Context: an optimization exercise on an open-source flow, tuned for small area and a short achievable clock period. The choices shown serve that exercise and are no tape-out recipe. Where RTL was checked, it was by simulation tests only, not by an equivalence proof against the original. Power and IR drop assume default switching activity.

==> inputs of 10-18 <==
==> flow/design.v (excerpt) <==
module module_conv_kernel_1x2
(
	input clk,
	input [71:0] ifm_win3x3,
	input [71:0] weight_win3x3_ch1,
	input [71:0] weight_win3x3_ch2,
	output [17:0] ofm_stream_ch1,
	output [17:0] ofm_stream_ch2
);
==> flow/config.mk <==
export PLATFORM = sky130hd
export DESIGN_NAME = module_conv_kernel_1x2
export DESIGN_NICKNAME = module_conv_kernel_1x2
export VERILOG_FILES = /design/flow/design.v
export SDC_FILE = /design/flow/constraint.sdc
export NUM_CORES = 4
export LEC_CHECK = 0
export CAP_MARGIN = 20
export CORE_MARGIN = 2
export CORE_UTILIZATION = 50
export PLACE_DENSITY = 0.65
export SLEW_MARGIN = 20
export SYNTH_HIERARCHICAL = 1
export SYNTH_MINIMUM_KEEP_SIZE = 0
==> flow/constraint.sdc <==
create_clock -name core_clock -period 6.0 [get_ports {clk}]
set_input_delay 1.2000 -clock core_clock [delete_from_list [all_inputs] [get_ports {clk}]]
set_output_delay 1.2000 -clock core_clock [all_outputs]
set_load 0.01 [all_outputs]
run.sh (not shown) runs the stock make flow with config.mk's settings and CLKGATE_MAP_FILE= SYNTH_SCRIPT=/design/flow/synth_recipe.tcl, a recipe that flattens the netlist after the stock synthesis.
==> 05-01 (differences from 10-18) <==
- SETUP_SLACK_MARGIN: unset -> 3.8
==> results.cfg <==
[grt]
grt_usage = 0.272

[power]
pwr-share-seq = 0.351
ir_drop_mv = 0.291

[critical_path]
timing.rr.end = st1_ch1[6]$_DFF_P_
critical_path_arrival_ns = 3.40

[run_status]
outcome = timing/DRC/antenna clean

[finish]
fin_cells = 5072
n_all_buffers = 265
-- figures above: 10-18

==> results.cfg <==
[finish]
n_all_buffers = 360
fin_cells = 5167

[power]
ir_drop_mv = 0.291

[critical_path]
timing.rr.end = st1_ch1[157]$_DFF_P_

[run_status]
outcome = timing/DRC/antenna clean
-- figures above: 05-01

No run of this note included a check of the RTL's function; only the layout flow was run.

* * *

==> 06-15: inputs <==
Another version of the RTL of module_conv_kernel_1x2 (not shown whole).
clock: 6.0 ns
lec_check: 0
cap_margin: 20
core_margin: 2
core_utilization: 50
cts_cluster_diameter: 60
cts_cluster_size: 30
place_density: 0.65
setup_slack_margin: 3.72
slew_margin: 20
synth_hierarchical: 1
synth_minimum_keep_size: 0
standard.sh (not shown) runs the stock make flow with config.mk's settings and CLKGATE_MAP_FILE= SYNTH_SCRIPT=/design/flow/synth_recipe.tcl, a recipe that flattens the netlist after the stock synthesis.
==> flow/flow/run.sh <==
#!/bin/bash
set -e
cp standard.sh standard_sh_copy.log
export BUFFER_PORTS_ARGS="-buffer_cell sky130_fd_sc_hd__buf_1"
bash standard.sh > standard.log 2>&1
==> inputs of 08-26, as changes to 06-15 <==
- CORE_UTILIZATION: 50 -> 58
- PLACE_DENSITY: 0.65 -> 0.7
- SETUP_SLACK_MARGIN: 3.72 -> 3.66
==> qor summary <==
quantity                                                     06-15                    08-26
Max-Slew Margin vs Limit                                     58.9%                    50.4%
Via count                                                   27,800                   27,800
Startpoint of the most critical hold path             st1_ch2[157]               st4_ch2[0]
Final clock skew                                         0.0500 ns                0.0361 ns
Total Nets Final                                             4,691                    4,681
Share of cells above drive strength 1                        9.91%                    8.29%
Sequential cell area                                    17,700 µm²               17,600 µm²
Worst R2R Setup Slack                                      3.68 ns                  3.65 ns
Final design area excluding fillers                     49,600 µm²               49,100 µm²
Data required time at the worst endpoint                   6.54 ns                  6.56 ns
Result of the run                          complete, no violations  complete, no violations
Post-layout utilization of the core                          55.3%                    63.6%
Worst stage delay on the critical path                     0.75 ns                  0.73 ns
Number of vias per cell                                       5.56                     5.74
Floorplan row count                                            110                      102
Clk cell area share                                          5.33%                    5.01%
Number of global-route vias before repair                   28,800                   28,400
Tap cell count                                               1,176                    1,040
CP max stage cell                                             fa_1                  dfxtp_1
Placer congestion estimate                                    1.00                     1.03
Met1 WL                                                    54.3 mm                  54.2 mm
P_comb                                                     13.0 mW                  12.8 mW
GRT met2 Usage                                               46.7%                    54.1%
Comb power frac                                              45.9%                    46.0%
No run of this note included a check of the RTL's function; only the layout flow was run.

* * *

==> run a: inputs <==
module_conv_kernel_1x2, a different RTL version from the one above (not shown whole).
==> flow/config.mk <==
export PLATFORM = sky130hd
export DESIGN_NAME = module_conv_kernel_1x2
export DESIGN_NICKNAME = module_conv_kernel_1x2
export VERILOG_FILES = /design/flow/design.v
export SDC_FILE = /design/flow/constraint.sdc
export NUM_CORES = 4
export LEC_CHECK = 0
export ABC_CLOCK_PERIOD_IN_PS = 2200
export CAP_MARGIN = 20
export CORE_MARGIN = 2
export CORE_UTILIZATION = 65
export PLACE_DENSITY = 0.75
export SETUP_SLACK_MARGIN = 3.8
export SLEW_MARGIN = 20
export SYNTH_HIERARCHICAL = 1
export SYNTH_MINIMUM_KEEP_SIZE = 0
==> flow/constraint.sdc <==
create_clock -name core_clock -period 6.0 [get_ports {clk}]
set_input_delay 1.2000 -clock core_clock [delete_from_list [all_inputs] [get_ports {clk}]]
set_output_delay 1.2000 -clock core_clock [all_outputs]
set_load 0.01 [all_outputs]
run.sh (not shown) runs the stock make flow with config.mk's settings and CLKGATE_MAP_FILE= SYNTH_SCRIPT=/design/flow/synth_recipe.tcl, a recipe that flattens the netlist after the stock synthesis.
Stock flow here: none of the scripts above is used.
==> run b (differences from run a) <==
--- a/flow/config.mk
+++ b/flow/config.mk
@@ -6,10 +6,11 @@
 export NUM_CORES = 4
 export LEC_CHECK = 0
-export ABC_CLOCK_PERIOD_IN_PS = 2200
 export CAP_MARGIN = 20
 export CORE_MARGIN = 2
-export CORE_UTILIZATION = 65
+export CORE_UTILIZATION = 50
+export CTS_CLUSTER_DIAMETER = 60
+export CTS_CLUSTER_SIZE = 30
 export PLACE_DENSITY = 0.75
-export SETUP_SLACK_MARGIN = 3.8
+export SETUP_SLACK_MARGIN = 3.72
 export SLEW_MARGIN = 20
 export SYNTH_HIERARCHICAL = 1
==> run c (differences from run a) <==
==> flow/flow/run.sh (new file) <==
#!/bin/bash
set -e
cp standard.sh standard_sh_copy.log
export BUFFER_PORTS_ARGS="-buffer_cell sky130_fd_sc_hd__buf_1"
bash standard.sh > standard.log 2>&1
==> flow/standard.sh (new file) <==
#!/bin/bash
# synth_recipe.tcl (not shown) runs the flow's synth.tcl, then flattens the netlist and writes it again
# the make line also repeats each setting of config.mk as NAME=value (left out here)
make -C /OpenROAD-flow-scripts/flow DESIGN_CONFIG=/design/flow/config.mk WORK_HOME=/design/flow/orfs CLKGATE_MAP_FILE= SYNTH_SCRIPT=/design/flow/synth_recipe.tcl "${@:-finish}"
--- a/flow/config.mk
+++ b/flow/config.mk
@@ -6,10 +6,11 @@
 export NUM_CORES = 4
 export LEC_CHECK = 0
-export ABC_CLOCK_PERIOD_IN_PS = 2200
 export CAP_MARGIN = 20
 export CORE_MARGIN = 2
-export CORE_UTILIZATION = 65
-export PLACE_DENSITY = 0.75
-export SETUP_SLACK_MARGIN = 3.8
+export CORE_UTILIZATION = 50
+export CTS_CLUSTER_DIAMETER = 60
+export CTS_CLUSTER_SIZE = 30
+export PLACE_DENSITY = 0.65
+export SETUP_SLACK_MARGIN = 3.72
 export SLEW_MARGIN = 20
 export SYNTH_HIERARCHICAL = 1
removed: flow/run.sh
==> qor summary <==
|  | run b | run a | run c |
|---|---|---|---|
| Fraction of met1 tracks used by global routing | 40.11% | 56.06% | 40.38% |
| Power density over the cells | 567.0 mW/mm2 | 566.4 mW/mm2 | 583.4 mW/mm2 |
| Internal Dissipation | 16.52 mW | 18.12 mW | 16.43 mW |
| Clk cell area share | 5.188% | 5.650% | 5.282% |
| All-layer global routing usage | 30.04% | 46.22% | 30.49% |
| IR drop worst, VDD | 391.1 uV | 581.5 uV | 435.5 uV |
| Power Clock | 5.09 mW | 5.87 mW | 5.06 mW |
| Sequential power share | 35.3% | 32.8% | 35.2% |
| Share of the clock period used by the worst path after layout | 38.49% | 47.52% | 38.85% |
| Met3 WL post-DR | 13.80 mm | 24.87 mm | 13.53 mm |
| Maximum number of pins on one net before global-route repair | 31 | 20 | 31 |
| Highest attainable clock frequency | 0.4330 GHz | 0.3507 GHz | 0.4290 GHz |
| FF-to-FF setup slack | 3.69 ns | 3.15 ns | 3.67 ns |
| Non-clock buffer count | 322 | 441 | 298 |
| Power in sequential cells | 10.1 mW | 10.3 mW | 10.1 mW |
| Result of the run | timing/DRC/antenna clean | timing/DRC/antenna clean | timing/DRC/antenna clean |
| Placed wire-length estimate | 110.7 mm | 118.8 mm | 114.3 mm |
| Maximum fanout along the worst path | 4 | 6 | 4 |
| Sequential share of cell area | 33.49% | 30.93% | 34.57% |
| Clock power frac | 17.8% | 18.8% | 17.7% |

* * *

==> run B: inputs <==
module_conv_kernel_1x2 again, from the RTL that the note above started with.
==> flow/config.mk <==
export PLATFORM = sky130hd
export DESIGN_NAME = module_conv_kernel_1x2
export DESIGN_NICKNAME = module_conv_kernel_1x2
export VERILOG_FILES = /design/flow/design.v
export SDC_FILE = /design/flow/constraint.sdc
export NUM_CORES = 4
export LEC_CHECK = 0
export CAP_MARGIN = 20
export CORE_MARGIN = 2
export CORE_UTILIZATION = 58
export CTS_CLUSTER_DIAMETER = 60
export CTS_CLUSTER_SIZE = 30
export PLACE_DENSITY = 0.7
export SETUP_SLACK_MARGIN = 3.66
export SLEW_MARGIN = 20
export SYNTH_HIERARCHICAL = 1
export SYNTH_MINIMUM_KEEP_SIZE = 0
==> flow/constraint.sdc <==
create_clock -name core_clock -period 6.0 [get_ports {clk}]
set_input_delay 1.2000 -clock core_clock [delete_from_list [all_inputs] [get_ports {clk}]]
set_output_delay 1.2000 -clock core_clock [all_outputs]
set_load 0.01 [all_outputs]
standard.sh (not shown) runs the stock make flow with config.mk's settings and CLKGATE_MAP_FILE= SYNTH_SCRIPT=/design/flow/synth_recipe.tcl, a recipe that flattens the netlist after the stock synthesis.
==> flow/flow/run.sh <==
#!/bin/bash
set -e
cp standard.sh standard_sh_copy.log
export BUFFER_PORTS_ARGS="-buffer_cell sky130_fd_sc_hd__buf_1"
bash standard.sh > standard.log 2>&1
==> inputs of run P, as changes to run B <==
==> flow/flow/run.sh (replaced) <==
#!/bin/bash
set -e
cp standard.sh standard_sh_copy.log
export BUFFER_PORTS_ARGS="-buffer_cell sky130_fd_sc_hd__buf_1"
export CTS_ARGS="-sink_clustering_enable -repair_clock_nets -sink_clustering_size 30 -sink_clustering_max_diameter 60 -dont_use_dummy_load"
bash standard.sh floorplan > standard_floorplan.log 2>&1
ODB=orfs/results/sky130hd/module_conv_kernel_1x2/base/2_floorplan.odb
openroad -no_init -exit flow/upsize.tcl -metrics upsize_metrics.json > upsize.log 2>&1 || { cat upsize.log; exit 1; }
bash standard.sh finish > standard.log 2>&1
==> flow/flow/upsize.tcl (new file) <==
# Give the enc_r registers (Booth-encoded pixel digits, high fanout) the
# dfxtp_4 drive strength of their dfxtp cell.
set odb orfs/results/sky130hd/module_conv_kernel_1x2/base/2_floorplan.odb
read_db $odb
set db [ord::get_db]
set m4 [$db findMaster sky130_fd_sc_hd__dfxtp_4]
set n 0
foreach inst [[ord::get_db_block] getInsts] {
  if {[string match "enc_r*" [$inst getName]] && [[$inst getMaster] getName] == "sky130_fd_sc_hd__dfxtp_1"} {
    $inst swapMaster $m4
    incr n
  }
}
puts "upsized $n enc_r registers to dfxtp_4"
write_db $odb
--- a/flow/config.mk
+++ b/flow/config.mk
@@ -12,2 +12,3 @@
 export CTS_CLUSTER_SIZE = 30
+export GPL_ROUTABILITY_DRIVEN = 0
 export PLACE_DENSITY = 0.7
==> inputs of run D, as changes to run B <==
==> flow/run.sh (new file) <==
#!/bin/bash
# synth_recipe.tcl (not shown) runs the flow's synth.tcl, then flattens the netlist and writes it again
# the make line also repeats each setting of config.mk as NAME=value (left out here)
make -C /OpenROAD-flow-scripts/flow DESIGN_CONFIG=/design/flow/config.mk WORK_HOME=/design/flow/orfs CLKGATE_MAP_FILE= SYNTH_SCRIPT=/design/flow/synth_recipe.tcl finish
--- a/flow/config.mk
+++ b/flow/config.mk
@@ -9,7 +9,6 @@
 export CORE_MARGIN = 2
-export CORE_UTILIZATION = 58
-export CTS_CLUSTER_DIAMETER = 60
-export CTS_CLUSTER_SIZE = 30
-export PLACE_DENSITY = 0.7
-export SETUP_SLACK_MARGIN = 3.66
+export CORE_UTILIZATION = 50
+export CTS_CLUSTER_SIZE = 25
+export PLACE_DENSITY = 0.65
+export SETUP_SLACK_MARGIN = 3.72
 export SLEW_MARGIN = 20
removed: flow/flow/run.sh
removed: flow/standard.sh
==> inputs of run R, as changes to run B <==
--- a/flow/config.mk
+++ b/flow/config.mk
@@ -10,6 +10,6 @@
 export CORE_UTILIZATION = 58
-export CTS_CLUSTER_DIAMETER = 60
-export CTS_CLUSTER_SIZE = 30
+export CTS_CLUSTER_DIAMETER = 45
+export CTS_CLUSTER_SIZE = 50
 export PLACE_DENSITY = 0.7
-export SETUP_SLACK_MARGIN = 3.66
+export SETUP_SLACK_MARGIN = 3.72
 export SLEW_MARGIN = 20
==> comparison table <==
quantity	run R	run P	run B	run D
Clock-pin slew on the worst setup and hold paths	0.07 ns	0.10 ns	0.10 ns	0.06 ns
Multi-input gate share of the layout cell area	0.526	0.553	0.543	0.514
Sequential share of cell area	0.339	0.362	0.351	0.331
Count of cell instances traversed by the critical path	4	5	4	5
Gp weighted congestion	1.09	-	1.09	1.02
Die width	280 µm	280 µm	280 µm	301 µm
Sw power	0.0125 W	0.0110 W	0.0121 W	0.0119 W
Cell at the slowest stage of the critical path	sky130_fd_sc_hd__fa_1	sky130_fd_sc_hd__fa_1	sky130_fd_sc_hd__dfxtp_1	sky130_fd_sc_hd__fa_1
Met3 track demand over resource in global routing	0.112	0.0874	0.0982	0.0759
Required @ worst endpoint	6.54 ns	6.52 ns	6.49 ns	6.54 ns
Worst vdd ir	0.432 mV	0.434 mV	0.410 mV	0.381 mV
Result of the run	complete, no violations	complete, no violations	complete, no violations	complete, no violations
Starting utilization of the core area	0.583	0.583	0.583	0.506
Startpoint of the lowest-slack register-to-register path	w1_r[6]$_DFF_P_	enc_r[107]$_DFF_P_	enc_r[64]$_DFF_P_	enc_r[2]$_DFF_P_
Area after DPL	45300 µm²	45700 µm²	45300 µm²	47100 µm²
Comb pwr	0.0136 W	0.0131 W	0.0136 W	0.0136 W
Worst setup margin	3.66 ns	3.67 ns	3.69 ns	3.64 ns

==> afterwards: timing with drivers on the ports <==
In the flow no input, the clock included, has a driving cell. The finished layouts below were timed again as built, in two steps.
Step 1, drivers: a clkbuf_16 drives clk and a buf_2 each remaining input, both assumed.
Step 2 moves the port delays by t, midway between the first and last clock arrival at a register: inputs arrive t later, outputs are due t later. That takes back most of the time a late clock gives input paths.
a / b / c = ideal ports / drivers / drivers and shift; a / b = the first two.
run	t, ns	setup slack, ns	hold WS [ns]	clock arrival spread, ns
10-18	0.742	3.154 / 3.154 / 3.154	0.314 / 0.314 / 0.314	0.020 / 0.020
05-01	0.747	3.695 / 3.624 / 3.553	0.313 / 0.313 / 0.313	0.020 / 0.020
06-15	0.717	3.684 / 3.641 / 3.684	0.327 / 0.327 / 0.327	0.051 / 0.050
08-26	0.743	3.649 / 3.599 / 3.649	0.323 / 0.323 / 0.323	0.041 / 0.040
run a of note 3	0.725	3.149 / 3.149 / 3.149	0.305 / 0.305 / 0.305	0.057 / 0.058
run b of note 3	0.726	3.691 / 3.619 / 3.691	0.331 / 0.331 / 0.331	0.062 / 0.062
run c of note 3	0.718	3.669 / 3.636 / 3.669	0.289 / 0.289 / 0.289	0.060 / 0.059
run B of note 4	0.726	3.688 / 3.623 / 3.688	0.320 / 0.320 / 0.320	0.034 / 0.033
run P of note 4	0.685	3.671 / 3.636 / 3.671	0.301 / 0.301 / 0.301	0.105 / 0.106
run D of note 4	0.722	3.643 / 3.643 / 3.643	0.323 / 0.323 / 0.323	0.029 / 0.029
run R of note 4	0.726	3.656 / 3.638 / 3.656	0.317 / 0.317 / 0.317	0.029 / 0.029
After both steps every run listed still meets setup and hold. The setup slack of 05-01, which loses most, moves by -0.071 ns with the drivers and by -0.142 ns with both steps.
